This is an optimization exercise on Yosys and OpenROAD, whose aim is small area, a short achievable clock period and few clock cycles per item, not a production implementation.
Function was not checked in any run shown here: the RTL went through the layout flow alone.
Power figures rest on the tool's default switching activity, not on a simulated workload.

**design.v**
```verilog
module alu #(
    parameter INST_W = 4,
    parameter INT_W  = 6,
    parameter FRAC_W = 10,
    parameter DATA_W = INT_W + FRAC_W
)(
    input                      i_clk,
    input                      i_rst_n,
    input                      i_in_valid,
    output                     o_busy,
    input         [INST_W-1:0] i_inst,
    input  signed [DATA_W-1:0] i_data_a,
    input  signed [DATA_W-1:0] i_data_b,
    output                     o_out_valid,
    output        [DATA_W-1:0] o_data
);
integer i;
reg        ready_q;    
reg        v1;
reg [15:0] a1, b1;
reg [15:0] asel1;      
reg [7:0]  enc_one, enc_two, enc_neg;
reg [1:0]  icode;      
reg [1:0]  kind1;      
reg        sub1, rot1;                       
reg        op_as1, op_xor1, op_sh1, op_clz1;  
wire sp_c1 = (i_data_a[15:11] == 5'b00000);             
wire sp_c5 = !i_data_a[15] && !sp_c1;                   
wire sp_c2 = (i_data_a[15:10] == 6'b111111);            
wire sp_c3 = (i_data_a[15:10] == 6'b111110);            
wire sp_c4 = (i_data_a[15:10] == 6'b111101);            
wire [15:0] sp_k = sp_c1 ? 16'd10922 :
                   sp_c2 ? 16'd5461  :
                   sp_c3 ? 16'd3641  :
                   sp_c4 ? 16'd1820  :
                   sp_c5 ? 16'd16384 : 16'd0;
wire        in_sp = (i_inst == 4'd4);
wire [16:0] bx_in = {i_data_b, 1'b0};
wire [16:0] bx_sp = {sp_k, 1'b0};
wire        take = i_in_valid && ready_q;
assign o_busy = !ready_q;
always @(posedge i_clk or negedge i_rst_n) begin
    if (!i_rst_n) begin
        ready_q <= 1'b0;
        v1     <= 1'b0;
    end else begin
        ready_q <= 1'b1;
        v1     <= take;
    end
end
always @(posedge i_clk) begin
    a1    <= i_data_a;
    b1    <= i_data_b;
    for (i = 0; i < 16; i = i + 1)
        asel1[i] <= take && (i_inst == 4'd3) && (i_data_a[3:0] == i);
    kind1   <= (i_inst == 4'd3) ? 2'd1 : (i_inst == 4'd2) ? 2'd2 : in_sp ? 2'd3 : 2'd0;
    sub1    <= (i_inst == 4'd1);
    rot1    <= (i_inst == 4'd7);
    op_as1  <= (i_inst == 4'd0) || (i_inst == 4'd1);
    op_xor1 <= (i_inst == 4'd5);
    op_sh1  <= (i_inst == 4'd6) || (i_inst == 4'd7);
    op_clz1 <= (i_inst == 4'd8);
    icode <= !in_sp ? 2'd0 : (sp_c1 || sp_c2) ? 2'd1 : sp_c3 ? 2'd2 : sp_c4 ? 2'd3 : 2'd0;
    for (i = 0; i < 8; i = i + 1) begin
        enc_one[i] <= in_sp ? (bx_sp[2*i+1] ^ bx_sp[2*i]) : (bx_in[2*i+1] ^ bx_in[2*i]);
        enc_two[i] <= in_sp ? ((bx_sp[2*i+2] & ~bx_sp[2*i+1] & ~bx_sp[2*i]) | (~bx_sp[2*i+2] & bx_sp[2*i+1] & bx_sp[2*i]))
                            : ((bx_in[2*i+2] & ~bx_in[2*i+1] & ~bx_in[2*i]) | (~bx_in[2*i+2] & bx_in[2*i+1] & bx_in[2*i]));
        enc_neg[i] <= in_sp ? bx_sp[2*i+2] : bx_in[2*i+2];
    end
end
reg        v2;
reg [1:0]  kind2;      
reg [15:0] x2;         
reg [23:0] m0, m1;     
reg        mc;         
reg [3:0]  idx2;       
reg        acc2;       
reg [9:0]  hi_pre2;    
reg        ac2;        
reg [9:0]  acc_lo [0:15];
reg [9:0]  acc_hi [0:15];
reg [15:0] accw;
reg [9:0]  lo_cur, hi_arr;
always @(*) begin
    lo_cur = 10'd0;
    hi_arr = 10'd0;
    for (i = 0; i < 16; i = i + 1) begin
        lo_cur = lo_cur | ({10{asel1[i] & accw[i]}} & acc_lo[i]);
        hi_arr = hi_arr | ({10{asel1[i] & accw[i]}} & acc_hi[i]);
    end
end
wire       hi_fwd = acc2 && asel1[idx2];
wire [9:0] hi_sum;
wire [9:0] hi_cur = hi_fwd ? hi_sum : hi_arr;
wire [9:0] hi_pre = hi_cur + {{4{b1[15]}}, b1[15:10]};
wire [10:0] lo_sum = {1'b0, lo_cur} + {1'b0, b1[9:0]};
always @(posedge i_clk) begin
    for (i = 0; i < 16; i = i + 1)
        if (asel1[i]) acc_lo[i] <= lo_sum[9:0];
end
always @(posedge i_clk or negedge i_rst_n) begin
    if (!i_rst_n) accw <= 16'd0;
    else          accw <= accw | asel1;
end
wire is_acc = (kind1 == 2'd1);
wire bo0 = enc_one[0];
wire bt0 = enc_two[0];
wire bn0 = enc_neg[0];
wire pp0_0 = ((bo0 & a1[0]) | (bt0 & 1'b0)) ^ bn0;
wire pp0_1 = ((bo0 & a1[1]) | (bt0 & a1[0])) ^ bn0;
wire pp0_2 = ((bo0 & a1[2]) | (bt0 & a1[1])) ^ bn0;
wire pp0_3 = ((bo0 & a1[3]) | (bt0 & a1[2])) ^ bn0;
wire pp0_4 = ((bo0 & a1[4]) | (bt0 & a1[3])) ^ bn0;
wire pp0_5 = ((bo0 & a1[5]) | (bt0 & a1[4])) ^ bn0;
wire pp0_6 = ((bo0 & a1[6]) | (bt0 & a1[5])) ^ bn0;
wire pp0_7 = ((bo0 & a1[7]) | (bt0 & a1[6])) ^ bn0;
wire pp0_8 = ((bo0 & a1[8]) | (bt0 & a1[7])) ^ bn0;
wire pp0_9 = ((bo0 & a1[9]) | (bt0 & a1[8])) ^ bn0;
wire pp0_10 = ((bo0 & a1[10]) | (bt0 & a1[9])) ^ bn0;
wire pp0_11 = ((bo0 & a1[11]) | (bt0 & a1[10])) ^ bn0;
wire pp0_12 = ((bo0 & a1[12]) | (bt0 & a1[11])) ^ bn0;
wire pp0_13 = ((bo0 & a1[13]) | (bt0 & a1[12])) ^ bn0;
wire pp0_14 = ((bo0 & a1[14]) | (bt0 & a1[13])) ^ bn0;
wire pp0_15 = ((bo0 & a1[15]) | (bt0 & a1[14])) ^ bn0;
wire pp0_16 = ~(((bo0 & a1[15]) | (bt0 & a1[15])) ^ bn0);
wire bo1 = enc_one[1];
wire bt1 = enc_two[1];
wire bn1 = enc_neg[1];
wire pp1_0 = ((bo1 & a1[0]) | (bt1 & 1'b0)) ^ bn1;
wire pp1_1 = ((bo1 & a1[1]) | (bt1 & a1[0])) ^ bn1;
wire pp1_2 = ((bo1 & a1[2]) | (bt1 & a1[1])) ^ bn1;
wire pp1_3 = ((bo1 & a1[3]) | (bt1 & a1[2])) ^ bn1;
wire pp1_4 = ((bo1 & a1[4]) | (bt1 & a1[3])) ^ bn1;
wire pp1_5 = ((bo1 & a1[5]) | (bt1 & a1[4])) ^ bn1;
wire pp1_6 = ((bo1 & a1[6]) | (bt1 & a1[5])) ^ bn1;
wire pp1_7 = ((bo1 & a1[7]) | (bt1 & a1[6])) ^ bn1;
wire pp1_8 = ((bo1 & a1[8]) | (bt1 & a1[7])) ^ bn1;
wire pp1_9 = ((bo1 & a1[9]) | (bt1 & a1[8])) ^ bn1;
wire pp1_10 = ((bo1 & a1[10]) | (bt1 & a1[9])) ^ bn1;
wire pp1_11 = ((bo1 & a1[11]) | (bt1 & a1[10])) ^ bn1;
wire pp1_12 = ((bo1 & a1[12]) | (bt1 & a1[11])) ^ bn1;
wire pp1_13 = ((bo1 & a1[13]) | (bt1 & a1[12])) ^ bn1;
wire pp1_14 = ((bo1 & a1[14]) | (bt1 & a1[13])) ^ bn1;
wire pp1_15 = ((bo1 & a1[15]) | (bt1 & a1[14])) ^ bn1;
wire pp1_16 = ~(((bo1 & a1[15]) | (bt1 & a1[15])) ^ bn1);
wire bo2 = enc_one[2];
wire bt2 = enc_two[2];
wire bn2 = enc_neg[2];
wire pp2_0 = ((bo2 & a1[0]) | (bt2 & 1'b0)) ^ bn2;
wire pp2_1 = ((bo2 & a1[1]) | (bt2 & a1[0])) ^ bn2;
wire pp2_2 = ((bo2 & a1[2]) | (bt2 & a1[1])) ^ bn2;
wire pp2_3 = ((bo2 & a1[3]) | (bt2 & a1[2])) ^ bn2;
wire pp2_4 = ((bo2 & a1[4]) | (bt2 & a1[3])) ^ bn2;
wire pp2_5 = ((bo2 & a1[5]) | (bt2 & a1[4])) ^ bn2;
wire pp2_6 = ((bo2 & a1[6]) | (bt2 & a1[5])) ^ bn2;
wire pp2_7 = ((bo2 & a1[7]) | (bt2 & a1[6])) ^ bn2;
wire pp2_8 = ((bo2 & a1[8]) | (bt2 & a1[7])) ^ bn2;
wire pp2_9 = ((bo2 & a1[9]) | (bt2 & a1[8])) ^ bn2;
wire pp2_10 = ((bo2 & a1[10]) | (bt2 & a1[9])) ^ bn2;
wire pp2_11 = ((bo2 & a1[11]) | (bt2 & a1[10])) ^ bn2;
wire pp2_12 = ((bo2 & a1[12]) | (bt2 & a1[11])) ^ bn2;
wire pp2_13 = ((bo2 & a1[13]) | (bt2 & a1[12])) ^ bn2;
wire pp2_14 = ((bo2 & a1[14]) | (bt2 & a1[13])) ^ bn2;
wire pp2_15 = ((bo2 & a1[15]) | (bt2 & a1[14])) ^ bn2;
wire pp2_16 = ~(((bo2 & a1[15]) | (bt2 & a1[15])) ^ bn2);
wire bo3 = enc_one[3];
wire bt3 = enc_two[3];
wire bn3 = enc_neg[3];
wire pp3_0 = ((bo3 & a1[0]) | (bt3 & 1'b0)) ^ bn3;
wire pp3_1 = ((bo3 & a1[1]) | (bt3 & a1[0])) ^ bn3;
wire pp3_2 = ((bo3 & a1[2]) | (bt3 & a1[1])) ^ bn3;
wire pp3_3 = ((bo3 & a1[3]) | (bt3 & a1[2])) ^ bn3;
wire pp3_4 = ((bo3 & a1[4]) | (bt3 & a1[3])) ^ bn3;
wire pp3_5 = ((bo3 & a1[5]) | (bt3 & a1[4])) ^ bn3;
wire pp3_6 = ((bo3 & a1[6]) | (bt3 & a1[5])) ^ bn3;
wire pp3_7 = ((bo3 & a1[7]) | (bt3 & a1[6])) ^ bn3;
wire pp3_8 = ((bo3 & a1[8]) | (bt3 & a1[7])) ^ bn3;
wire pp3_9 = ((bo3 & a1[9]) | (bt3 & a1[8])) ^ bn3;
wire pp3_10 = ((bo3 & a1[10]) | (bt3 & a1[9])) ^ bn3;
wire pp3_11 = ((bo3 & a1[11]) | (bt3 & a1[10])) ^ bn3;
wire pp3_12 = ((bo3 & a1[12]) | (bt3 & a1[11])) ^ bn3;
wire pp3_13 = ((bo3 & a1[13]) | (bt3 & a1[12])) ^ bn3;
wire pp3_14 = ((bo3 & a1[14]) | (bt3 & a1[13])) ^ bn3;
wire pp3_15 = ((bo3 & a1[15]) | (bt3 & a1[14])) ^ bn3;
wire pp3_16 = ~(((bo3 & a1[15]) | (bt3 & a1[15])) ^ bn3);
wire bo4 = enc_one[4];
wire bt4 = enc_two[4];
wire bn4 = enc_neg[4];
wire pp4_0 = ((bo4 & a1[0]) | (bt4 & 1'b0)) ^ bn4;
wire pp4_1 = ((bo4 & a1[1]) | (bt4 & a1[0])) ^ bn4;
wire pp4_2 = ((bo4 & a1[2]) | (bt4 & a1[1])) ^ bn4;
wire pp4_3 = ((bo4 & a1[3]) | (bt4 & a1[2])) ^ bn4;
wire pp4_4 = ((bo4 & a1[4]) | (bt4 & a1[3])) ^ bn4;
wire pp4_5 = ((bo4 & a1[5]) | (bt4 & a1[4])) ^ bn4;
wire pp4_6 = ((bo4 & a1[6]) | (bt4 & a1[5])) ^ bn4;
wire pp4_7 = ((bo4 & a1[7]) | (bt4 & a1[6])) ^ bn4;
wire pp4_8 = ((bo4 & a1[8]) | (bt4 & a1[7])) ^ bn4;
wire pp4_9 = ((bo4 & a1[9]) | (bt4 & a1[8])) ^ bn4;
wire pp4_10 = ((bo4 & a1[10]) | (bt4 & a1[9])) ^ bn4;
wire pp4_11 = ((bo4 & a1[11]) | (bt4 & a1[10])) ^ bn4;
wire pp4_12 = ((bo4 & a1[12]) | (bt4 & a1[11])) ^ bn4;
wire pp4_13 = ((bo4 & a1[13]) | (bt4 & a1[12])) ^ bn4;
wire pp4_14 = ((bo4 & a1[14]) | (bt4 & a1[13])) ^ bn4;
wire pp4_15 = ((bo4 & a1[15]) | (bt4 & a1[14])) ^ bn4;
wire pp4_16 = ~(((bo4 & a1[15]) | (bt4 & a1[15])) ^ bn4);
wire bo5 = enc_one[5];
wire bt5 = enc_two[5];
wire bn5 = enc_neg[5];
wire pp5_0 = ((bo5 & a1[0]) | (bt5 & 1'b0)) ^ bn5;
wire pp5_1 = ((bo5 & a1[1]) | (bt5 & a1[0])) ^ bn5;
wire pp5_2 = ((bo5 & a1[2]) | (bt5 & a1[1])) ^ bn5;
wire pp5_3 = ((bo5 & a1[3]) | (bt5 & a1[2])) ^ bn5;
wire pp5_4 = ((bo5 & a1[4]) | (bt5 & a1[3])) ^ bn5;
wire pp5_5 = ((bo5 & a1[5]) | (bt5 & a1[4])) ^ bn5;
wire pp5_6 = ((bo5 & a1[6]) | (bt5 & a1[5])) ^ bn5;
wire pp5_7 = ((bo5 & a1[7]) | (bt5 & a1[6])) ^ bn5;
wire pp5_8 = ((bo5 & a1[8]) | (bt5 & a1[7])) ^ bn5;
wire pp5_9 = ((bo5 & a1[9]) | (bt5 & a1[8])) ^ bn5;
wire pp5_10 = ((bo5 & a1[10]) | (bt5 & a1[9])) ^ bn5;
wire pp5_11 = ((bo5 & a1[11]) | (bt5 & a1[10])) ^ bn5;
wire pp5_12 = ((bo5 & a1[12]) | (bt5 & a1[11])) ^ bn5;
wire pp5_13 = ((bo5 & a1[13]) | (bt5 & a1[12])) ^ bn5;
wire pp5_14 = ((bo5 & a1[14]) | (bt5 & a1[13])) ^ bn5;
wire pp5_15 = ((bo5 & a1[15]) | (bt5 & a1[14])) ^ bn5;
wire pp5_16 = ~(((bo5 & a1[15]) | (bt5 & a1[15])) ^ bn5);
wire bo6 = enc_one[6];
wire bt6 = enc_two[6];
wire bn6 = enc_neg[6];
wire pp6_0 = ((bo6 & a1[0]) | (bt6 & 1'b0)) ^ bn6;
wire pp6_1 = ((bo6 & a1[1]) | (bt6 & a1[0])) ^ bn6;
wire pp6_2 = ((bo6 & a1[2]) | (bt6 & a1[1])) ^ bn6;
wire pp6_3 = ((bo6 & a1[3]) | (bt6 & a1[2])) ^ bn6;
wire pp6_4 = ((bo6 & a1[4]) | (bt6 & a1[3])) ^ bn6;
wire pp6_5 = ((bo6 & a1[5]) | (bt6 & a1[4])) ^ bn6;
wire pp6_6 = ((bo6 & a1[6]) | (bt6 & a1[5])) ^ bn6;
wire pp6_7 = ((bo6 & a1[7]) | (bt6 & a1[6])) ^ bn6;
wire pp6_8 = ((bo6 & a1[8]) | (bt6 & a1[7])) ^ bn6;
wire pp6_9 = ((bo6 & a1[9]) | (bt6 & a1[8])) ^ bn6;
wire pp6_10 = ((bo6 & a1[10]) | (bt6 & a1[9])) ^ bn6;
wire pp6_11 = ((bo6 & a1[11]) | (bt6 & a1[10])) ^ bn6;
wire pp6_12 = ((bo6 & a1[12]) | (bt6 & a1[11])) ^ bn6;
wire pp6_13 = ((bo6 & a1[13]) | (bt6 & a1[12])) ^ bn6;
wire pp6_14 = ((bo6 & a1[14]) | (bt6 & a1[13])) ^ bn6;
wire pp6_15 = ((bo6 & a1[15]) | (bt6 & a1[14])) ^ bn6;
wire pp6_16 = ~(((bo6 & a1[15]) | (bt6 & a1[15])) ^ bn6);
wire bo7 = enc_one[7];
wire bt7 = enc_two[7];
wire bn7 = enc_neg[7];
wire pp7_0 = ((bo7 & a1[0]) | (bt7 & 1'b0)) ^ bn7;
wire pp7_1 = ((bo7 & a1[1]) | (bt7 & a1[0])) ^ bn7;
wire pp7_2 = ((bo7 & a1[2]) | (bt7 & a1[1])) ^ bn7;
wire pp7_3 = ((bo7 & a1[3]) | (bt7 & a1[2])) ^ bn7;
wire pp7_4 = ((bo7 & a1[4]) | (bt7 & a1[3])) ^ bn7;
wire pp7_5 = ((bo7 & a1[5]) | (bt7 & a1[4])) ^ bn7;
wire pp7_6 = ((bo7 & a1[6]) | (bt7 & a1[5])) ^ bn7;
wire pp7_7 = ((bo7 & a1[7]) | (bt7 & a1[6])) ^ bn7;
wire pp7_8 = ((bo7 & a1[8]) | (bt7 & a1[7])) ^ bn7;
wire pp7_9 = ((bo7 & a1[9]) | (bt7 & a1[8])) ^ bn7;
wire pp7_10 = ((bo7 & a1[10]) | (bt7 & a1[9])) ^ bn7;
wire pp7_11 = ((bo7 & a1[11]) | (bt7 & a1[10])) ^ bn7;
wire pp7_12 = ((bo7 & a1[12]) | (bt7 & a1[11])) ^ bn7;
wire pp7_13 = ((bo7 & a1[13]) | (bt7 & a1[12])) ^ bn7;
wire pp7_14 = ((bo7 & a1[14]) | (bt7 & a1[13])) ^ bn7;
wire pp7_15 = ((bo7 & a1[15]) | (bt7 & a1[14])) ^ bn7;
wire pp7_16 = ~(((bo7 & a1[15]) | (bt7 & a1[15])) ^ bn7);
wire kc9 = (icode == 2'd0);
wire kc11 = (icode == 2'd1) | (icode == 2'd2);
wire kc12 = (icode == 2'd2) | (icode == 2'd3);
wire kc13 = (icode == 2'd3);
wire kc14 = (icode == 2'd1) | (icode == 2'd2) | (icode == 2'd3) | bn7;
wire kc15 = (icode == 2'd1);
wire kc16 = (icode == 2'd0) | (icode == 2'd1) | (icode == 2'd2);
wire kc17 = (icode == 2'd0);
wire kc18 = (icode == 2'd1);
wire kc19 = (icode == 2'd0) | (icode == 2'd2);
wire kc20 = (icode == 2'd1) | (icode == 2'd2);
wire kc21 = (icode == 2'd0) | (icode == 2'd2);
wire kc22 = (icode == 2'd1);
wire kc23 = (icode == 2'd0);
wire kc24 = (icode == 2'd1) | (icode == 2'd2) | (icode == 2'd3);
wire hs0 = bn5 ^ pp0_10;
wire hc0 = bn5 & pp0_10;
wire fs0 = kc11 ^ pp0_11 ^ pp1_9;
wire fc0 = (kc11 & pp0_11) | (kc11 & pp1_9) | (pp0_11 & pp1_9);
wire fs1 = bn6 ^ kc12 ^ pp0_12;
wire fc1 = (bn6 & kc12) | (bn6 & pp0_12) | (kc12 & pp0_12);
wire fs2 = pp1_10 ^ pp2_8 ^ pp3_6;
wire fc2 = (pp1_10 & pp2_8) | (pp1_10 & pp3_6) | (pp2_8 & pp3_6);
wire fs3 = kc13 ^ pp0_13 ^ pp1_11;
wire fc3 = (kc13 & pp0_13) | (kc13 & pp1_11) | (pp0_13 & pp1_11);
wire fs4 = pp2_9 ^ pp3_7 ^ pp4_5;
wire fc4 = (pp2_9 & pp3_7) | (pp2_9 & pp4_5) | (pp3_7 & pp4_5);
wire fs5 = kc14 ^ pp0_14 ^ pp1_12;
wire fc5 = (kc14 & pp0_14) | (kc14 & pp1_12) | (pp0_14 & pp1_12);
wire fs6 = pp2_10 ^ pp3_8 ^ pp4_6;
wire fc6 = (pp2_10 & pp3_8) | (pp2_10 & pp4_6) | (pp3_8 & pp4_6);
wire hs1 = pp5_4 ^ pp6_2;
wire hc1 = pp5_4 & pp6_2;
wire fs7 = kc15 ^ pp0_15 ^ pp1_13;
wire fc7 = (kc15 & pp0_15) | (kc15 & pp1_13) | (pp0_15 & pp1_13);
wire fs8 = pp2_11 ^ pp3_9 ^ pp4_7;
wire fc8 = (pp2_11 & pp3_9) | (pp2_11 & pp4_7) | (pp3_9 & pp4_7);
wire fs9 = pp5_5 ^ pp6_3 ^ pp7_1;
wire fc9 = (pp5_5 & pp6_3) | (pp5_5 & pp7_1) | (pp6_3 & pp7_1);
wire fs10 = kc16 ^ pp0_16 ^ pp1_14;
wire fc10 = (kc16 & pp0_16) | (kc16 & pp1_14) | (pp0_16 & pp1_14);
wire fs11 = pp2_12 ^ pp3_10 ^ pp4_8;
wire fc11 = (pp2_12 & pp3_10) | (pp2_12 & pp4_8) | (pp3_10 & pp4_8);
wire fs12 = pp5_6 ^ pp6_4 ^ pp7_2;
wire fc12 = (pp5_6 & pp6_4) | (pp5_6 & pp7_2) | (pp6_4 & pp7_2);
wire fs13 = kc17 ^ pp1_15 ^ pp2_13;
wire fc13 = (kc17 & pp1_15) | (kc17 & pp2_13) | (pp1_15 & pp2_13);
wire fs14 = pp3_11 ^ pp4_9 ^ pp5_7;
wire fc14 = (pp3_11 & pp4_9) | (pp3_11 & pp5_7) | (pp4_9 & pp5_7);
wire hs2 = pp6_5 ^ pp7_3;
wire hc2 = pp6_5 & pp7_3;
wire fs15 = kc18 ^ pp1_16 ^ pp2_14;
wire fc15 = (kc18 & pp1_16) | (kc18 & pp2_14) | (pp1_16 & pp2_14);
wire fs16 = pp3_12 ^ pp4_10 ^ pp5_8;
wire fc16 = (pp3_12 & pp4_10) | (pp3_12 & pp5_8) | (pp4_10 & pp5_8);
wire hs3 = pp6_6 ^ pp7_4;
wire hc3 = pp6_6 & pp7_4;
wire fs17 = kc19 ^ pp2_15 ^ pp3_13;
wire fc17 = (kc19 & pp2_15) | (kc19 & pp3_13) | (pp2_15 & pp3_13);
wire fs18 = pp4_11 ^ pp5_9 ^ pp6_7;
wire fc18 = (pp4_11 & pp5_9) | (pp4_11 & pp6_7) | (pp5_9 & pp6_7);
wire fs19 = kc20 ^ pp2_16 ^ pp3_14;
wire fc19 = (kc20 & pp2_16) | (kc20 & pp3_14) | (pp2_16 & pp3_14);
wire hs4 = pp4_12 ^ pp5_10;
wire hc4 = pp4_12 & pp5_10;
wire fs20 = kc21 ^ pp3_15 ^ pp4_13;
wire fc20 = (kc21 & pp3_15) | (kc21 & pp4_13) | (pp3_15 & pp4_13);
wire hs5 = kc22 ^ pp3_16;
wire hc5 = kc22 & pp3_16;
wire hs6 = bn3 ^ pp0_6;
wire hc6 = bn3 & pp0_6;
wire hs7 = pp0_7 ^ pp1_5;
wire hc7 = pp0_7 & pp1_5;
wire fs21 = bn4 ^ pp0_8 ^ pp1_6;
wire fc21 = (bn4 & pp0_8) | (bn4 & pp1_6) | (pp0_8 & pp1_6);
wire hs8 = pp2_4 ^ pp3_2;
wire hc8 = pp2_4 & pp3_2;
wire fs22 = kc9 ^ pp0_9 ^ pp1_7;
wire fc22 = (kc9 & pp0_9) | (kc9 & pp1_7) | (pp0_9 & pp1_7);
wire fs23 = pp2_5 ^ pp3_3 ^ pp4_1;
wire fc23 = (pp2_5 & pp3_3) | (pp2_5 & pp4_1) | (pp3_3 & pp4_1);
wire fs24 = pp1_8 ^ pp2_6 ^ pp3_4;
wire fc24 = (pp1_8 & pp2_6) | (pp1_8 & pp3_4) | (pp2_6 & pp3_4);
wire fs25 = pp4_2 ^ pp5_0 ^ hs0;
wire fc25 = (pp4_2 & pp5_0) | (pp4_2 & hs0) | (pp5_0 & hs0);
wire fs26 = pp2_7 ^ pp3_5 ^ pp4_3;
wire fc26 = (pp2_7 & pp3_5) | (pp2_7 & pp4_3) | (pp3_5 & pp4_3);
wire fs27 = pp5_1 ^ hc0 ^ fs0;
wire fc27 = (pp5_1 & hc0) | (pp5_1 & fs0) | (hc0 & fs0);
wire fs28 = pp4_4 ^ pp5_2 ^ pp6_0;
wire fc28 = (pp4_4 & pp5_2) | (pp4_4 & pp6_0) | (pp5_2 & pp6_0);
wire fs29 = fc0 ^ fs1 ^ fs2;
wire fc29 = (fc0 & fs1) | (fc0 & fs2) | (fs1 & fs2);
wire fs30 = pp5_3 ^ pp6_1 ^ fc1;
wire fc30 = (pp5_3 & pp6_1) | (pp5_3 & fc1) | (pp6_1 & fc1);
wire fs31 = fc2 ^ fs3 ^ fs4;
wire fc31 = (fc2 & fs3) | (fc2 & fs4) | (fs3 & fs4);
wire fs32 = pp7_0 ^ hs1 ^ fc3;
wire fc32 = (pp7_0 & hs1) | (pp7_0 & fc3) | (hs1 & fc3);
wire fs33 = fc4 ^ fs5 ^ fs6;
wire fc33 = (fc4 & fs5) | (fc4 & fs6) | (fs5 & fs6);
wire fs34 = hc1 ^ fc5 ^ fc6;
wire fc34 = (hc1 & fc5) | (hc1 & fc6) | (fc5 & fc6);
wire fs35 = fs7 ^ fs8 ^ fs9;
wire fc35 = (fs7 & fs8) | (fs7 & fs9) | (fs8 & fs9);
wire fs36 = fc7 ^ fc8 ^ fc9;
wire fc36 = (fc7 & fc8) | (fc7 & fc9) | (fc8 & fc9);
wire fs37 = fs10 ^ fs11 ^ fs12;
wire fc37 = (fs10 & fs11) | (fs10 & fs12) | (fs11 & fs12);
wire fs38 = hs2 ^ fc10 ^ fc11;
wire fc38 = (hs2 & fc10) | (hs2 & fc11) | (fc10 & fc11);
wire fs39 = fc12 ^ fs13 ^ fs14;
wire fc39 = (fc12 & fs13) | (fc12 & fs14) | (fs13 & fs14);
wire fs40 = hc2 ^ hs3 ^ fc13;
wire fc40 = (hc2 & hs3) | (hc2 & fc13) | (hs3 & fc13);
wire fs41 = fc14 ^ fs15 ^ fs16;
wire fc41 = (fc14 & fs15) | (fc14 & fs16) | (fs15 & fs16);
wire fs42 = pp7_5 ^ hc3 ^ fc15;
wire fc42 = (pp7_5 & hc3) | (pp7_5 & fc15) | (hc3 & fc15);
wire fs43 = fc16 ^ fs17 ^ fs18;
wire fc43 = (fc16 & fs17) | (fc16 & fs18) | (fs17 & fs18);
wire fs44 = pp6_8 ^ pp7_6 ^ hs4;
wire fc44 = (pp6_8 & pp7_6) | (pp6_8 & hs4) | (pp7_6 & hs4);
wire fs45 = fc17 ^ fc18 ^ fs19;
wire fc45 = (fc17 & fc18) | (fc17 & fs19) | (fc18 & fs19);
wire fs46 = pp5_11 ^ pp6_9 ^ pp7_7;
wire fc46 = (pp5_11 & pp6_9) | (pp5_11 & pp7_7) | (pp6_9 & pp7_7);
wire fs47 = hc4 ^ fc19 ^ fs20;
wire fc47 = (hc4 & fc19) | (hc4 & fs20) | (fc19 & fs20);
wire fs48 = pp4_14 ^ pp5_12 ^ pp6_10;
wire fc48 = (pp4_14 & pp5_12) | (pp4_14 & pp6_10) | (pp5_12 & pp6_10);
wire fs49 = pp7_8 ^ hs5 ^ fc20;
wire fc49 = (pp7_8 & hs5) | (pp7_8 & fc20) | (hs5 & fc20);
wire fs50 = kc23 ^ pp4_15 ^ pp5_13;
wire fc50 = (kc23 & pp4_15) | (kc23 & pp5_13) | (pp4_15 & pp5_13);
wire fs51 = pp6_11 ^ pp7_9 ^ hc5;
wire fc51 = (pp6_11 & pp7_9) | (pp6_11 & hc5) | (pp7_9 & hc5);
wire fs52 = kc24 ^ pp4_16 ^ pp5_14;
wire fc52 = (kc24 & pp4_16) | (kc24 & pp5_14) | (pp4_16 & pp5_14);
wire hs9 = pp6_12 ^ pp7_10;
wire hc9 = pp6_12 & pp7_10;
wire fs53 = 1'b1 ^ pp5_15 ^ pp6_13;
wire fc53 = (1'b1 & pp5_15) | (1'b1 & pp6_13) | (pp5_15 & pp6_13);
wire hs10 = bn2 ^ pp0_4;
wire hc10 = bn2 & pp0_4;
wire hs11 = pp0_5 ^ pp1_3;
wire hc11 = pp0_5 & pp1_3;
wire fs54 = pp1_4 ^ pp2_2 ^ pp3_0;
wire fc54 = (pp1_4 & pp2_2) | (pp1_4 & pp3_0) | (pp2_2 & pp3_0);
wire fs55 = pp2_3 ^ pp3_1 ^ hc6;
wire fc55 = (pp2_3 & pp3_1) | (pp2_3 & hc6) | (pp3_1 & hc6);
wire fs56 = pp4_0 ^ hc7 ^ hs8;
wire fc56 = (pp4_0 & hc7) | (pp4_0 & hs8) | (hc7 & hs8);
wire fs57 = hc8 ^ fc21 ^ fs22;
wire fc57 = (hc8 & fc21) | (hc8 & fs22) | (fc21 & fs22);
wire fs58 = fc22 ^ fc23 ^ fs24;
wire fc58 = (fc22 & fc23) | (fc22 & fs24) | (fc23 & fs24);
wire fs59 = fc24 ^ fs26 ^ fc25;
wire fc59 = (fc24 & fs26) | (fc24 & fc25) | (fs26 & fc25);
wire fs60 = fc26 ^ fs28 ^ fc27;
wire fc60 = (fc26 & fs28) | (fc26 & fc27) | (fs28 & fc27);
wire fs61 = fc28 ^ fc29 ^ fs30;
wire fc61 = (fc28 & fc29) | (fc28 & fs30) | (fc29 & fs30);
wire fs62 = fc30 ^ fc31 ^ fs32;
wire fc62 = (fc30 & fc31) | (fc30 & fs32) | (fc31 & fs32);
wire fs63 = fc32 ^ fc33 ^ fs34;
wire fc63 = (fc32 & fc33) | (fc32 & fs34) | (fc33 & fs34);
wire fs64 = fc34 ^ fc35 ^ fs36;
wire fc64 = (fc34 & fc35) | (fc34 & fs36) | (fc35 & fs36);
wire fs65 = fc36 ^ fc37 ^ fs38;
wire fc65 = (fc36 & fc37) | (fc36 & fs38) | (fc37 & fs38);
wire fs66 = fc38 ^ fc39 ^ fs40;
wire fc66 = (fc38 & fc39) | (fc38 & fs40) | (fc39 & fs40);
wire fs67 = fc40 ^ fc41 ^ fs42;
wire fc67 = (fc40 & fc41) | (fc40 & fs42) | (fc41 & fs42);
wire fs68 = fc42 ^ fs44 ^ fc43;
wire fc68 = (fc42 & fs44) | (fc42 & fc43) | (fs44 & fc43);
wire fs69 = fs46 ^ fc44 ^ fc45;
wire fc69 = (fs46 & fc44) | (fs46 & fc45) | (fc44 & fc45);
wire fs70 = fc46 ^ fs48 ^ fc47;
wire fc70 = (fc46 & fs48) | (fc46 & fc47) | (fs48 & fc47);
wire fs71 = fc48 ^ fs50 ^ fs51;
wire fc71 = (fc48 & fs50) | (fc48 & fs51) | (fs50 & fs51);
wire fs72 = hs9 ^ fc50 ^ fs52;
wire fc72 = (hs9 & fc50) | (hs9 & fs52) | (fc50 & fs52);
wire fs73 = pp7_11 ^ hc9 ^ fc52;
wire fc73 = (pp7_11 & hc9) | (pp7_11 & fc52) | (hc9 & fc52);
wire fs74 = pp5_16 ^ pp6_14 ^ pp7_12;
wire fc74 = (pp5_16 & pp6_14) | (pp5_16 & pp7_12) | (pp6_14 & pp7_12);
wire hs12 = 1'b1 ^ pp6_15;
wire hc12 = 1'b1 & pp6_15;
wire hs13 = bn1 ^ pp0_2;
wire hc13 = bn1 & pp0_2;
wire hs14 = pp0_3 ^ pp1_1;
wire hc14 = pp0_3 & pp1_1;
wire fs75 = pp1_2 ^ pp2_0 ^ hs10;
wire fc75 = (pp1_2 & pp2_0) | (pp1_2 & hs10) | (pp2_0 & hs10);
wire fs76 = pp2_1 ^ hc10 ^ hs11;
wire fc76 = (pp2_1 & hc10) | (pp2_1 & hs11) | (hc10 & hs11);
wire fs77 = hc11 ^ hs6 ^ fs54;
wire fc77 = (hc11 & hs6) | (hc11 & fs54) | (hs6 & fs54);
wire fs78 = hs7 ^ fc54 ^ fs55;
wire fc78 = (hs7 & fc54) | (hs7 & fs55) | (fc54 & fs55);
wire fs79 = fs21 ^ fc55 ^ fs56;
wire fc79 = (fs21 & fc55) | (fs21 & fs56) | (fc55 & fs56);
wire fs80 = fs23 ^ fc56 ^ fs57;
wire fc80 = (fs23 & fc56) | (fs23 & fs57) | (fc56 & fs57);
wire fs81 = fs25 ^ fc57 ^ fs58;
wire fc81 = (fs25 & fc57) | (fs25 & fs58) | (fc57 & fs58);
wire fs82 = fc58 ^ fs27 ^ fs59;
wire fc82 = (fc58 & fs27) | (fc58 & fs59) | (fs27 & fs59);
wire fs83 = fs29 ^ fc59 ^ fs60;
wire fc83 = (fs29 & fc59) | (fs29 & fs60) | (fc59 & fs60);
wire fs84 = fs31 ^ fc60 ^ fs61;
wire fc84 = (fs31 & fc60) | (fs31 & fs61) | (fc60 & fs61);
wire fs85 = fs33 ^ fc61 ^ fs62;
wire fc85 = (fs33 & fc61) | (fs33 & fs62) | (fc61 & fs62);
wire fs86 = fs35 ^ fc62 ^ fs63;
wire fc86 = (fs35 & fc62) | (fs35 & fs63) | (fc62 & fs63);
wire fs87 = fs37 ^ fc63 ^ fs64;
wire fc87 = (fs37 & fc63) | (fs37 & fs64) | (fc63 & fs64);
wire fs88 = fs39 ^ fc64 ^ fs65;
wire fc88 = (fs39 & fc64) | (fs39 & fs65) | (fc64 & fs65);
wire fs89 = fs41 ^ fc65 ^ fs66;
wire fc89 = (fs41 & fc65) | (fs41 & fs66) | (fc65 & fs66);
wire fs90 = fs43 ^ fc66 ^ fs67;
wire fc90 = (fs43 & fc66) | (fs43 & fs67) | (fc66 & fs67);
wire fs91 = fs45 ^ fc67 ^ fs68;
wire fc91 = (fs45 & fc67) | (fs45 & fs68) | (fc67 & fs68);
wire fs92 = fs47 ^ fc68 ^ fs69;
wire fc92 = (fs47 & fc68) | (fs47 & fs69) | (fc68 & fs69);
wire fs93 = fs49 ^ fc69 ^ fs70;
wire fc93 = (fs49 & fc69) | (fs49 & fs70) | (fc69 & fs70);
wire fs94 = fc49 ^ fs71 ^ fc70;
wire fc94 = (fc49 & fs71) | (fc49 & fc70) | (fs71 & fc70);
wire fs95 = fc51 ^ fs72 ^ fc71;
wire fc95 = (fc51 & fs72) | (fc51 & fc71) | (fs72 & fc71);
wire fs96 = fs53 ^ fc72 ^ fs73;
wire fc96 = (fs53 & fc72) | (fs53 & fs73) | (fc72 & fs73);
wire fs97 = fc53 ^ fs74 ^ fc73;
wire fc97 = (fc53 & fs74) | (fc53 & fc73) | (fs74 & fc73);
wire fs98 = pp7_13 ^ hs12 ^ fc74;
wire fc98 = (pp7_13 & hs12) | (pp7_13 & fc74) | (hs12 & fc74);
wire fs99 = pp6_16 ^ pp7_14 ^ hc12;
wire fc99 = (pp6_16 & pp7_14) | (pp6_16 & hc12) | (pp7_14 & hc12);
wire hs15 = 1'b1 ^ pp7_15;
wire hc15 = 1'b1 & pp7_15;
wire [31:0] mr0 = {1'b1, pp7_16, fc99, fc98, fc97, fc96, fc95, fc94, fc93, fc92, fc91, fc90, fc89, fc88, fc87, fc86, fc85, fc84, fc83, fc82, fc81, fc80, fc79, fc78, fc77, fc76, fc75, hc14, hc13, pp1_0, pp0_1, bn0};
wire [31:0] mr1 = {1'b0, hc15, hs15, fs99, fs98, fs97, fs96, fs95, fs94, fs93, fs92, fs91, fs90, fs89, fs88, fs87, fs86, fs85, fs84, fs83, fs82, fs81, fs80, fs79, fs78, fs77, fs76, fs75, hs14, hs13, 1'b0, pp0_0};
wire [8:0] mlow = {1'b0, mr0[7:0]} + {1'b0, mr1[7:0]};
wire        sub  = sub1;
wire [15:0] bx   = b1 ^ {16{sub}};
wire [16:0] as   = {a1[15], a1} + {bx[15], bx} + {16'd0, sub};
wire [15:0] as_s = (as[16] == as[15]) ? as[15:0] : as[16] ? 16'h8000 : 16'h7fff;
wire        is_rot = rot1;
wire [3:0]  sh   = is_rot ? (4'd0 - b1[3:0]) : b1[3:0];
wire [15:0] rr   = ({a1, a1} >> sh);
reg  [15:0] therm;                        
always @(*) begin
    for (i = 0; i < 16; i = i + 1)
        therm[i] = (b1[3:0] > i);
end
reg  [15:0] shf;
always @(*) begin
    for (i = 0; i < 16; i = i + 1) begin
        if (is_rot)
            shf[i] = (b1[15:5] != 11'd0 || (b1[4] && therm[i])) ? 1'b0 : rr[i];
        else
            shf[i] = (b1[15:4] != 12'd0 || therm[15-i]) ? a1[15] : rr[i];
    end
end
reg  [4:0]  clz;
always @(*) begin
    clz = 5'd16;
    for (i = 0; i < 16; i = i + 1)
        if (a1[i]) clz = 5'd15 - i;
end
reg [15:0] rmatch;
always @(*) begin
    rmatch = 16'd0;
    for (i = 0; i < 13; i = i + 1)
        rmatch[i] = (a1[i +: 4] == {b1[15-i], b1[14-i], b1[13-i], b1[12-i]});
end
wire op_rm1 = !(op_as1 || op_xor1 || op_sh1 || op_clz1);
wire [15:0] simple = ({16{op_as1}}  & as_s) |
                     ({16{op_xor1}} & (a1 ^ b1)) |
                     ({16{op_sh1}}  & shf) |
                     ({16{op_clz1}} & {11'd0, clz}) |
                     ({16{op_rm1}}  & rmatch);
always @(posedge i_clk or negedge i_rst_n) begin
    if (!i_rst_n) v2 <= 1'b0;
    else          v2 <= v1;
end
always @(posedge i_clk) begin
    kind2 <= kind1;
    x2    <= is_acc ? {6'd0, lo_sum[9:0]} : simple;
    m0    <= mr0[31:8];
    m1    <= mr1[31:8];
    mc    <= mlow[8];
    idx2  <= a1[3:0];
    acc2  <= |asel1;
    hi_pre2 <= hi_pre;
    ac2   <= lo_sum[10];
end
reg        vo;
reg [15:0] out_q;
assign hi_sum = hi_pre2 + {9'd0, ac2};
always @(posedge i_clk) begin
    for (i = 0; i < 16; i = i + 1)
        if (acc2 && idx2 == i) acc_hi[i] <= hi_sum;
end
wire [23:0] t = m0 + m1 + {23'd0, mc};
wire [15:0] mul_r = (t[23:17] == 7'h00 || t[23:17] == 7'h7f) ? t[17:2] :
                    t[23] ? 16'h8000 : 16'h7fff;
wire [15:0] acc_r = (hi_sum[9:5] == 5'h00 || hi_sum[9:5] == 5'h1f) ? {hi_sum[5:0], x2[9:0]} :
                    hi_sum[9] ? 16'h8000 : 16'h7fff;
always @(posedge i_clk or negedge i_rst_n) begin
    if (!i_rst_n) vo <= 1'b0;
    else          vo <= v2;
end
always @(posedge i_clk) begin
    case (kind2)
        2'd1:    out_q <= acc_r;
        2'd2:    out_q <= mul_r;
        2'd3:    out_q <= t[21:6];
        default: out_q <= x2;
    endcase
end
assign o_out_valid = vo;
assign o_data      = out_q;
endmodule
```
**flow/run.sh**
```bash
#!/bin/bash
cd "$(dirname "$0")/.."
cat >> config.mk <<'EOC'
export TNS_END_PERCENT = 10
export BUFFER_PORTS_ARGS = -buffer_cell sky130_fd_sc_hd__buf_2
export CTS_ARGS = -sink_clustering_enable -repair_clock_nets -dont_use_dummy_load -sink_clustering_size 22 -sink_clustering_max_diameter 120
EOC
cp config.mk config_cts.mk
echo "export SETUP_SLACK_MARGIN = 7" >> config.mk
bash standard.sh cts > standard_cts.log 2>&1
cp config_cts.mk config.mk
echo "export SETUP_SLACK_MARGIN = 6.3" >> config.mk
bash standard.sh finish > standard.log 2>&1
```
**standard.sh**
```bash
#!/bin/bash
# synth_recipe.tcl (not shown) runs the flow's synth.tcl, then flattens the netlist and writes it again
# the make line also repeats each setting of config.mk as NAME=value (left out here)
make -C /OpenROAD-flow-scripts/flow DESIGN_CONFIG=/design/flow/config.mk WORK_HOME=/design/flow/orfs CLKGATE_MAP_FILE= SYNTH_SCRIPT=/design/flow/synth_recipe.tcl "${@:-finish}"
```
**config.mk**
```make
export PLATFORM = sky130hd
export DESIGN_NAME = alu
export DESIGN_NICKNAME = alu
export VERILOG_FILES = /design/flow/design.v
export SDC_FILE = /design/flow/constraint.sdc
export NUM_CORES = 4
export LEC_CHECK = 0
export CAP_MARGIN = 20
export CORE_MARGIN = 2
export CORE_UTILIZATION = 40
export SLEW_MARGIN = 20
export TNS_END_PERCENT = 10
export BUFFER_PORTS_ARGS = -buffer_cell sky130_fd_sc_hd__buf_2
export CTS_ARGS = -sink_clustering_enable -repair_clock_nets -dont_use_dummy_load -sink_clustering_size 22 -sink_clustering_max_diameter 120
export SETUP_SLACK_MARGIN = 6.3
```
**constraint.sdc**
```tcl
create_clock -name core_clock -period 10.0 [get_ports {i_clk}]
set_input_delay 2.0000 -clock core_clock [delete_from_list [all_inputs] [get_ports {i_clk}]]
set_output_delay 2.0000 -clock core_clock [all_outputs]
set_load 0.01 [all_outputs]
```
==> flow_summary_export.csv, run 1 <==
group,metric,value,unit
outcome,status,"finished clean",
clock_tree,cts_inserted_buffers,29,
run,max-cap-violations,0,
sta,hold_violations,0,
floorplan,initial_core_util,0.405,
yosys,synth-seq-area-share,0.491,
final_layout,multi_input_area,13700,um^2
yosys,async_flop_share,0.0385,
setup_path,crit_arrival,4.07,ns
clock_tree,cts_hold_buffers,0,
pwr,p_leak,12.0,nW
floorplan,die_w,268,um
setup_path,critPathCaptureType,"flop",
setup_path,cp.required,10.47,ns
pwr,power_density,193,nW/um^2
clock_tree,clk_pin_slew_worst_paths,0.09,ns
floorplan,rows,96,
setup_path,crit_fanout,8,
place,portBuffers,56,
global_routing,grt_overflow,0,
global_routing,grt_util_all_layers,0.250,
final_layout,layout-drive-gt1-share,0.166,
sta,relSlewSlack,0.247,
clock_tree,cts_tree,"done",
sta,setup_ws,6.40,ns
route,detail_route.vias_per_cell,6.00,
global_routing,grt_max_degree,29,
sta,fin_crit_sh,0.360,
pwr,p_comb_frac,0.387,
pwr,vdd_drop_max,0.140,mV
floorplan,die_h,268,um
sta,setup-violations-final,0,
route,antenna_left,0,
pwr,sequentialPowerShare,0.420,
global_routing,antenna_found_initial,3,
floorplan,core-area,68800,um^2
route,wirelength,90.2,mm
route,firstDrtPassIters,6,
clock_tree,cts-root-buf,"clkbuf_16",
clock_tree,ctsLongestPathBuffers,3,
pwr,p_sw,2.17,mW
yosys,syn_nets,2687,
final_layout,seq_area,13800,um^2
final_layout,final_common_cell,"edfxtp_1",
pwr,internal_power,3.94,mW
yosys,synth_edf_count,320,
floorplan,dieArea,71900,um^2
final_layout,mostFrequentLayoutCells,"320 x edfxtp_1, 169 x a22oi_1, 149 x dfxtp_1, 140 x xnor2_1, 136 x buf_4",
route,drc,0,
yosys,synth_area,27900,um^2
sta,drv_slew,0,
global_routing,grt_pass1_wl,134,mm
setup_path,worstSetupStartpointType,"flop",
pwr,switching_share,0.355,
sta,skew,0.0633,ns
place,place_congestion,0.901,
sta,fmax,277,MHz
yosys,ys.flop_type,"edfxtp_1",
yosys,syn_avg_cell_area,11.3,um^2
floorplan,pin_count,57,
yosys,ys_warn_count,3,
pwr,p_clk_frac,0.192,
sta,rsz0062_at_grt,"yes",
place,dpl.hpwl,57.7,mm
setup_path,path_class,"reg2reg",
yosys,synth_cell_types,80,
global_routing,grt_pass1_vias,20500,
sta,tns,0,ns
final_layout,num-fill-cells,6153,
place,post-place-ws,5.76,ns
final_layout,finalNetCount,2778,
yosys,syn_inst,2459,
route,wl_per_cell,25.9,um
yosys,synth-seq-cells,519,
sta,worst_pin_slew,1.13,ns
clock_tree,htreeDepth,1,
route,num_vias,20900,
final_layout,area_growth,13.5,%
clock_tree,clk_latency,0.61,ns
clock_tree,cts_sinks,519,
sta,fin_crit,3.60,ns
route,drt-initial-drc-count,2664,
pwr,finalPower,6.11,mW
min_path,hold_path_class,"reg2reg",
-- sequential cells by signal, indices dropped and copies added (netlist names), 2 cells and up --
register,cells
a1,16
out_q,16
enc_neg,8
acc_hi,160
enc_one,8
enc_two,8
acc_lo,160
kind2,2
idx2,4
m0,23
b1,16
icode,2
hi_pre2,10
m1,23
accw,16
x2,16
kind1,2
asel1,16
-- cell families after synthesis --
logic type      share of synthesized area
buf+inv                            0.0425
fa+ha+maj                           0.112
compound gates                      0.157
mux                                0.0291
flops                               0.491
xor+xnor                           0.0816
simple gates                       0.0866
other cells                      0.000134
-- final cells by class --
type,count,share of cell area
sequential,519,0.435
inverter,141,0.0170
tap,931,0.0368
clock buffer,29,0.0229
timing repair buffer,224,0.0554
antenna,1,0.0000790
multi-input combinational,1635,0.433
-- worst max-delay path, cell delays in order, from the launching register on --
cell and delay, ns:
dfxtp_1 0.31, ha_1 0.31, o21a_1 0.13, or2_1 0.26
a311o_1 0.43, a211o_1 0.34, and3_4 0.15, or2_0 0.20
or4b_1 0.54, mux2_4 0.34, buf_4 0.17, o21ai_1 0.17
nand2_2 0.13
-- cells in the mapped netlist (all sizes together) (13+ instances only) --
library cell | count | area (um^2)
or2 | 19 | 119
a22oi | 175 | 1310
fa | 102 | 2040
a21o | 22 | 165
inv | 137 | 514
nand2 | 109 | 409
nand4 | 35 | 219
nor3 | 40 | 200
mux2i | 65 | 651
nor2 | 132 | 495
dfrtp | 20 | 500
a221oi | 62 | 543
and2 | 26 | 163
ha | 87 | 1090
xnor2 | 147 | 1290
a22o | 54 | 473
nand3 | 31 | 155
nor4 | 15 | 93.8
dfxtp | 179 | 3580
buf | 36 | 146
a21oi | 92 | 460
o21ai | 88 | 440
nand2b | 25 | 156
xor2 | 113 | 990
nor2b | 13 | 81.3
edfxtp | 320 | 9610
clkbuf | 136 | 510
a31oi | 19 | 119
-- power by group through the flow --
stage                     combinational, mW  clock (mW)  sequential (mW)
after global placement                 2.15           0             2.60
after CTS                              2.33        1.19             2.57
after global routing                   2.62        1.26             2.58
final                                  2.37        1.18             2.57
after detailed placement               2.18           0             2.60
after floorplan                        1.57           0             2.53
-- stage by stage --
step | cell area (um^2) | util | std cells | hold slack, ns
finish | 31700 | 0.460 | 3480 | 0.359
global route | 31700 | 0.460 | 3479 | 0.375
CTS | 31600 | 0.459 | 3477 | 0.360
detailed placement | 29300 | 0.426 | 3323 | 0.340
global placement | 29300 | 0.426 | 3323 | 0.332
floorplan | 28300 | - | 2459 | 0.331
-- what timing repair did --
item | CTS | global route
gates cloned | 11 | 0
endpoints found under the setup margin | 244 | 12
gates resized for setup | 125 | 6
pin swaps | 57 | 4
endpoints found under the hold margin | 0 | 0
buffers inserted | 114 | 1
-- per-layer routing --
metal  routed length, um  global-route usage
met1               37200               0.347
met2               42300               0.414
met3                7940              0.0290
met4                2790              0.0675
met5                   8                   0
-- worst paths after layout --
path	startpoint	end	slack, ns	cells past startpoint
worst min-delay path	v1$_DFF_PN0_	v2$_DFF_PN0_	0.36	0
worst min register to register	v1$_DFF_PN0_	v2$_DFF_PN0_	0.36	0
worst max-delay path	m1[4]$_DFF_P_	out_q[9]$_DFF_P_	6.40	12
min in group asynchronous	i_rst_n	accw[8]$_DFF_PN0_	1.40	1
max in group asynchronous	i_rst_n	accw[2]$_DFF_PN0_	8.12	1
worst max register to register	m1[4]$_DFF_P_	out_q[9]$_DFF_P_	6.40	12
==> run 2: changes to the inputs <==
--- a/design.v
+++ b/design.v
@@ -17,13 +17,11 @@
 integer i;
 reg        ready_q;    
 reg        v1;
+reg [3:0]  inst1;
 reg [15:0] a1, b1;
 reg [15:0] asel1;      
 reg [7:0]  enc_one, enc_two, enc_neg;
 reg [1:0]  icode;      
-reg [1:0]  kind1;      
-reg        sub1, rot1;                       
-reg        op_as1, op_xor1, op_sh1, op_clz1;  
 wire sp_c1 = (i_data_a[15:11] == 5'b00000);             
 wire sp_c5 = !i_data_a[15] && !sp_c1;                   
 wire sp_c2 = (i_data_a[15:10] == 6'b111111);            
@@ -49,17 +47,11 @@
     end
 end
 always @(posedge i_clk) begin
+    inst1 <= i_inst;
     a1    <= i_data_a;
     b1    <= i_data_b;
     for (i = 0; i < 16; i = i + 1)
         asel1[i] <= take && (i_inst == 4'd3) && (i_data_a[3:0] == i);
-    kind1   <= (i_inst == 4'd3) ? 2'd1 : (i_inst == 4'd2) ? 2'd2 : in_sp ? 2'd3 : 2'd0;
-    sub1    <= (i_inst == 4'd1);
-    rot1    <= (i_inst == 4'd7);
-    op_as1  <= (i_inst == 4'd0) || (i_inst == 4'd1);
-    op_xor1 <= (i_inst == 4'd5);
-    op_sh1  <= (i_inst == 4'd6) || (i_inst == 4'd7);
-    op_clz1 <= (i_inst == 4'd8);
     icode <= !in_sp ? 2'd0 : (sp_c1 || sp_c2) ? 2'd1 : sp_c3 ? 2'd2 : sp_c4 ? 2'd3 : 2'd0;
     for (i = 0; i < 8; i = i + 1) begin
         enc_one[i] <= in_sp ? (bx_sp[2*i+1] ^ bx_sp[2*i]) : (bx_in[2*i+1] ^ bx_in[2*i]);
@@ -73,10 +65,10 @@
 reg [15:0] x2;         
 reg [23:0] m0, m1;     
 reg        mc;         
-reg [3:0]  idx2;       
-reg        acc2;       
-reg [9:0]  hi_pre2;    
+reg [15:0] asel2;
+reg [9:0]  hi_rd2;     
 reg        ac2;        
+reg [5:0]  bh2;        
 reg [9:0]  acc_lo [0:15];
 reg [9:0]  acc_hi [0:15];
 reg [15:0] accw;
@@ -89,10 +81,9 @@
         hi_arr = hi_arr | ({10{asel1[i] & accw[i]}} & acc_hi[i]);
     end
 end
-wire       hi_fwd = acc2 && asel1[idx2];
+wire       hi_fwd = |(asel1 & asel2);
 wire [9:0] hi_sum;
 wire [9:0] hi_cur = hi_fwd ? hi_sum : hi_arr;
-wire [9:0] hi_pre = hi_cur + {{4{b1[15]}}, b1[15:10]};
 wire [10:0] lo_sum = {1'b0, lo_cur} + {1'b0, b1[9:0]};
 always @(posedge i_clk) begin
     for (i = 0; i < 16; i = i + 1)
@@ -102,7 +93,9 @@
     if (!i_rst_n) accw <= 16'd0;
     else          accw <= accw | asel1;
 end
-wire is_acc = (kind1 == 2'd1);
+wire is_mul = (inst1 == 4'd2);
+wire is_sp  = (inst1 == 4'd4);
+wire is_acc = (inst1 == 4'd3);
 wire bo0 = enc_one[0];
 wire bt0 = enc_two[0];
 wire bn0 = enc_neg[0];
@@ -513,11 +506,11 @@
 wire [31:0] mr0 = {1'b1, pp7_16, fc99, fc98, fc97, fc96, fc95, fc94, fc93, fc92, fc91, fc90, fc89, fc88, fc87, fc86, fc85, fc84, fc83, fc82, fc81, fc80, fc79, fc78, fc77, fc76, fc75, hc14, hc13, pp1_0, pp0_1, bn0};
 wire [31:0] mr1 = {1'b0, hc15, hs15, fs99, fs98, fs97, fs96, fs95, fs94, fs93, fs92, fs91, fs90, fs89, fs88, fs87, fs86, fs85, fs84, fs83, fs82, fs81, fs80, fs79, fs78, fs77, fs76, fs75, hs14, hs13, 1'b0, pp0_0};
 wire [8:0] mlow = {1'b0, mr0[7:0]} + {1'b0, mr1[7:0]};
-wire        sub  = sub1;
+wire        sub  = inst1[0];
 wire [15:0] bx   = b1 ^ {16{sub}};
 wire [16:0] as   = {a1[15], a1} + {bx[15], bx} + {16'd0, sub};
 wire [15:0] as_s = (as[16] == as[15]) ? as[15:0] : as[16] ? 16'h8000 : 16'h7fff;
-wire        is_rot = rot1;
+wire        is_rot = inst1[0];
 wire [3:0]  sh   = is_rot ? (4'd0 - b1[3:0]) : b1[3:0];
 wire [15:0] rr   = ({a1, a1} >> sh);
 reg  [15:0] therm;                        
@@ -546,33 +539,37 @@
     for (i = 0; i < 13; i = i + 1)
         rmatch[i] = (a1[i +: 4] == {b1[15-i], b1[14-i], b1[13-i], b1[12-i]});
 end
-wire op_rm1 = !(op_as1 || op_xor1 || op_sh1 || op_clz1);
-wire [15:0] simple = ({16{op_as1}}  & as_s) |
-                     ({16{op_xor1}} & (a1 ^ b1)) |
-                     ({16{op_sh1}}  & shf) |
-                     ({16{op_clz1}} & {11'd0, clz}) |
-                     ({16{op_rm1}}  & rmatch);
+reg [15:0] simple;
+always @(*) begin
+    case (inst1)
+        4'd0, 4'd1: simple = as_s;
+        4'd5:       simple = a1 ^ b1;
+        4'd6, 4'd7: simple = shf;
+        4'd8:       simple = {11'd0, clz};
+        default:    simple = rmatch;
+    endcase
+end
 always @(posedge i_clk or negedge i_rst_n) begin
     if (!i_rst_n) v2 <= 1'b0;
     else          v2 <= v1;
 end
 always @(posedge i_clk) begin
-    kind2 <= kind1;
+    kind2 <= is_acc ? 2'd1 : is_mul ? 2'd2 : is_sp ? 2'd3 : 2'd0;
     x2    <= is_acc ? {6'd0, lo_sum[9:0]} : simple;
     m0    <= mr0[31:8];
     m1    <= mr1[31:8];
     mc    <= mlow[8];
-    idx2  <= a1[3:0];
-    acc2  <= |asel1;
-    hi_pre2 <= hi_pre;
+    asel2 <= asel1;
+    hi_rd2 <= hi_cur;
     ac2   <= lo_sum[10];
+    bh2   <= b1[15:10];
 end
 reg        vo;
 reg [15:0] out_q;
-assign hi_sum = hi_pre2 + {9'd0, ac2};
+assign hi_sum = hi_rd2 + {{4{bh2[5]}}, bh2} + {9'd0, ac2};
 always @(posedge i_clk) begin
     for (i = 0; i < 16; i = i + 1)
-        if (acc2 && idx2 == i) acc_hi[i] <= hi_sum;
+        if (asel2[i]) acc_hi[i] <= hi_sum;
 end
 wire [23:0] t = m0 + m1 + {23'd0, mc};
 wire [15:0] mul_r = (t[23:17] == 7'h00 || t[23:17] == 7'h7f) ? t[17:2] :
==> flow/run.sh (replaced) <==
#!/bin/bash
cd "$(dirname "$0")/.."
cat >> config.mk <<'EOC'
export TNS_END_PERCENT = 10
export BUFFER_PORTS_ARGS = -buffer_cell sky130_fd_sc_hd__buf_2
export CTS_ARGS = -sink_clustering_enable -repair_clock_nets -dont_use_dummy_load -sink_clustering_size 22 -sink_clustering_max_diameter 120
EOC
cp config.mk config_cts.mk
echo "export SETUP_SLACK_MARGIN = 6.55" >> config.mk
bash standard.sh cts > standard_cts.log 2>&1
cp config_cts.mk config.mk
echo "export SETUP_SLACK_MARGIN = 6.2" >> config.mk
bash standard.sh finish > standard.log 2>&1
--- a/config.mk
+++ b/config.mk
@@ -12,4 +12,4 @@
 export TNS_END_PERCENT = 10
 export BUFFER_PORTS_ARGS = -buffer_cell sky130_fd_sc_hd__buf_2
 export CTS_ARGS = -sink_clustering_enable -repair_clock_nets -dont_use_dummy_load -sink_clustering_size 22 -sink_clustering_max_diameter 120
-export SETUP_SLACK_MARGIN = 6.3
+export SETUP_SLACK_MARGIN = 6.2
==> run 2 against run 1 <==
Synthesized area is 0.35% higher. Wire length down 5.4%. Critical path depth grew 2. Largest cell class unchanged.
==> flow_summary_export.csv, run 2 <==
group,metric,value,unit
yosys,async_flop_share,0.0376,
pwr,power_density,192,nW/um^2
setup_path,crit_path_top_delay_cell,"fa_1",
yosys,synth.most_common_cell,"edfxtp_1",
sta,skew,0.0940,ns
setup_path,worstSetupStartpointType,"flop",
global_routing,grt_max_degree,40,
route,drc,0,
yosys,synth.top_cell.area_share,0.343,
floorplan,dieArea,72100,um^2
min_path,hold_path_class,"reg2reg",
place,dpl.hpwl,56.3,mm
setup_path,critical_path.top_delay_family,"compound AO/OA/AOI/OAI gates",
yosys,synth_cell_types,88,
sta,fin_crit,3.56,ns
sta,rsz0062_at_grt,"no",
pwr,vdd_drop_max,0.156,mV
sta,drv_slew,0,
final_layout,fin_util,0.447,
clock_tree,htreeDepth,1,
setup_path,cp_cell_sequence,"fa_1 > inv_1 > fa_2 > nor2b_1 > o31a_1 > o21ai_2 > a21oi_1 > xor2_1 > buf_6 > nor4_4 > o21a_1 > nand2b_1 > o22a_1 > o32a_1",
place,place_congestion,0.920,
yosys,synth_edf_count,320,
route,wl_met3,6.37,mm
route,detail_route.vias_per_cell,5.93,
clock_tree,clk_pin_slew_worst_paths,0.09,ns
global_routing,antenna_found_initial,2,
floorplan,die_h,269,um
pwr,finalPower,5.98,mW
clock_tree,cts_hold_buffers,0,
sta,setup_ws,6.44,ns
yosys,ys_top_cells_by_count,"320 x edfxtp_1, 192 x dfxtp_1, 183 x a22oi_1",
floorplan,rows,97,
final_layout,final_common_cell,"edfxtp_1",
setup_path,crit_arrival,4.04,ns
place,dp.cells,3282,
clock_tree,cts_sinks,532,
setup_path,worst-path-buf-inv,2,
clock_tree,clk_latency,0.62,ns
clock_tree,cts_inserted_buffers,29,
sta,fmax,281,MHz
sta,worst_pin_slew,1.02,ns
yosys,yosysTopAreaCell,"edfxtp_1",
sta,setup-violations-final,0,
yosys,syn_nets,2630,
yosys,synth_area,28000,um^2
floorplan,core-area,69700,um^2
sta,hold_slack,0.287,ns
yosys,ys.flop_type,"edfxtp_1",
place,place_area,29300,um^2
route,routedLengthMet1,36.1,mm
outcome,status,"finished clean",
global_routing,grt_overflow,0,
floorplan,initial_core_util,0.402,
final_layout,layout.cells.non_filler,3372,
final_layout,reg.largest.list,"acc_hi (160), acc_lo (160)",
route,wl_per_cell,25.3,um
yosys,ys_warn_count,3,
route,dr_wl_met2,40.3,mm
route,drt-initial-drc-count,2359,
final_layout,design_area,31200,um^2
yosys,syn_inst,2404,
setup_path,critPathCaptureType,"flop",
sta,tns,0,ns
floorplan,pin_count,57,
route,antenna_left,0,
final_layout,finalNetCount,2660,
clock_tree,cts_tree,"done",
setup_path,path_class,"reg2reg",
final_layout,layout-drive-gt1-share,0.130,
global_routing,grt_util_all_layers,0.235,
route,firstDrtPassIters,6,
global_routing,grt_pass1_vias,20000,
sta,fin_crit_sh,0.356,
yosys,synth-seq-area-share,0.498,
sta,relSlewSlack,0.314,
yosys,yosys-top-cells-area,"edfxtp_1 34%, dfxtp_1 14%, fa_1 7.4%",
place,post-place-ws,5.35,ns
clock_tree,cts-root-buf,"clkbuf_16",
yosys,syn_avg_cell_area,11.6,um^2
pwr,p_leak,11.7,nW
final_layout,n_antenna_cell,0,
run,max-cap-violations,0,
setup_path,cp.required,10.48,ns
place,portBuffers,56,
floorplan,die_w,269,um
sta,hold_violations,0,
route,num_vias,20000,
setup_path,critPathMaxStageDelay,0.46,ns
final_layout,area_growth,11.3,%
yosys,synth-seq-cells,532,
setup_path,crit_fanout,19,
clock_tree,ctsLongestPathBuffers,3,
global_routing,grt_pass1_wl,128,mm
route,wirelength,85.3,mm
route,highest_layer,"met4",
final_layout,mostFrequentLayoutCells,"320 x edfxtp_1, 179 x a22oi_1, 173 x dfxtp_1, 142 x xnor2_1, 128 x inv_1",
run 2: cell count changes in the layout (fill, tap and decap cells not counted), sizes merged, moves of 10 or more:
cell	previous run	this run
buf	223	166
nor2	132	86
nand2	110	90
o22a	0	20
dfxtp	179	192
nand3	31	43
nor3	40	30
run 2: final cells by class:
cell class / count / area, um^2
Clock buffer: 29 / 726
Fill cell: 6458 / 38500
Inverter: 131 / 497
Multi-Input combinational cell: 1568 / 13300
Sequential cell: 532 / 14000
Tap cell: 940 / 1180
Timing Repair Buffer: 172 / 1510
run 2: metal layers:
layer,track usage,up-vias
met3,0.0311,158
met2,0.392,874
li1,-,8868
met1,0.320,10100
met4,0.0698,0
met5,0,-
run 2: report_power, final:
group	switching, mW	total (mW)	internal (mW)
registers	0.110	2.59	2.48
clock network	0.667	1.18	0.513
logic	1.34	2.21	0.869
run 2: worst paths after layout:
| kind | from | endpoint | slack (ns) | depth (start not counted) |
|---|---|---|---|---|
| worst min register to register | v2$_DFF_PN0_ | vo$_DFF_PN0_ | 0.29 | 0 |
| worst max-delay path | hi_rd2[0]$_DFF_P_ | out_q[12]$_DFF_P_ | 6.44 | 14 |
| max in group asynchronous | i_rst_n | accw[2]$_DFF_PN0_ | 8.19 | 1 |
| worst max register to register | hi_rd2[0]$_DFF_P_ | out_q[12]$_DFF_P_ | 6.44 | 14 |
| worst min-delay path | v2$_DFF_PN0_ | vo$_DFF_PN0_ | 0.29 | 0 |
| min in group asynchronous | i_rst_n | accw[0]$_DFF_PN0_ | 1.36 | 1 |
run 2: cell families after synthesis:
kind of cell	after synthesis	synth area share
AOI/OAI and AO/OA	620	0.161
adders and majority gates	194	0.114
muxes	67	0.0247
other	1	0.000134
and+or+nand+nor	421	0.0777
xor gates and xnor gates	264	0.0826
buffers and inverters	305	0.0415
DFF	532	0.498
run 2: what timing repair did:
action,4_1_cts,5_1_grt
endpoints found under the setup margin,172,1
pin swaps,27,1
gates cloned,7,0
resized for setup,118,1
setup buffers,54,0
run 2: worst reg2reg max path, stage by stage (launching register included):
cell,delay (ns)
dfxtp_1,0.33
fa_1,0.46
inv_1,0.09
fa_2,0.24
nor2b_1,0.07
o31a_1,0.27
o21ai_2,0.17
a21oi_1,0.10
xor2_1,0.16
buf_6,0.17
nor4_4,0.38
o21a_1,0.21
nand2b_1,0.16
o22a_1,0.26
o32a_1,0.37

separate check: timing with driven ports:
In the flow no input, the clock included, has a driving cell. The finished layouts below were timed again as built, in two steps.
Step 1 sets driving cells, clkbuf_16 on the clock port and buf_2 on the other inputs (assumed; they add their load-dependent delay and slew).
Step 2 times the ports against the registers' clock, not the clock port: input delays grow and output delays shrink by t, the midpoint of the rising clock arrivals with the driver on.
a / b / c = no drivers / after step 1 / after step 2; a / b = the first two.
| run | shift t [ns] | setup slack, ns | worst setup path at the end |
|---|---|---|---|
| run 1 | 0.647 | 6.396 / 6.396 / 6.232 | input to register |
| run 2 | 0.637 | 6.435 / 6.435 / 6.248 | input to register |
After both steps setup and hold are still met in every run listed. For run 2, which loses most, drivers alone change the setup slack by 0.000 ns; drivers and shift together by -0.187 ns.
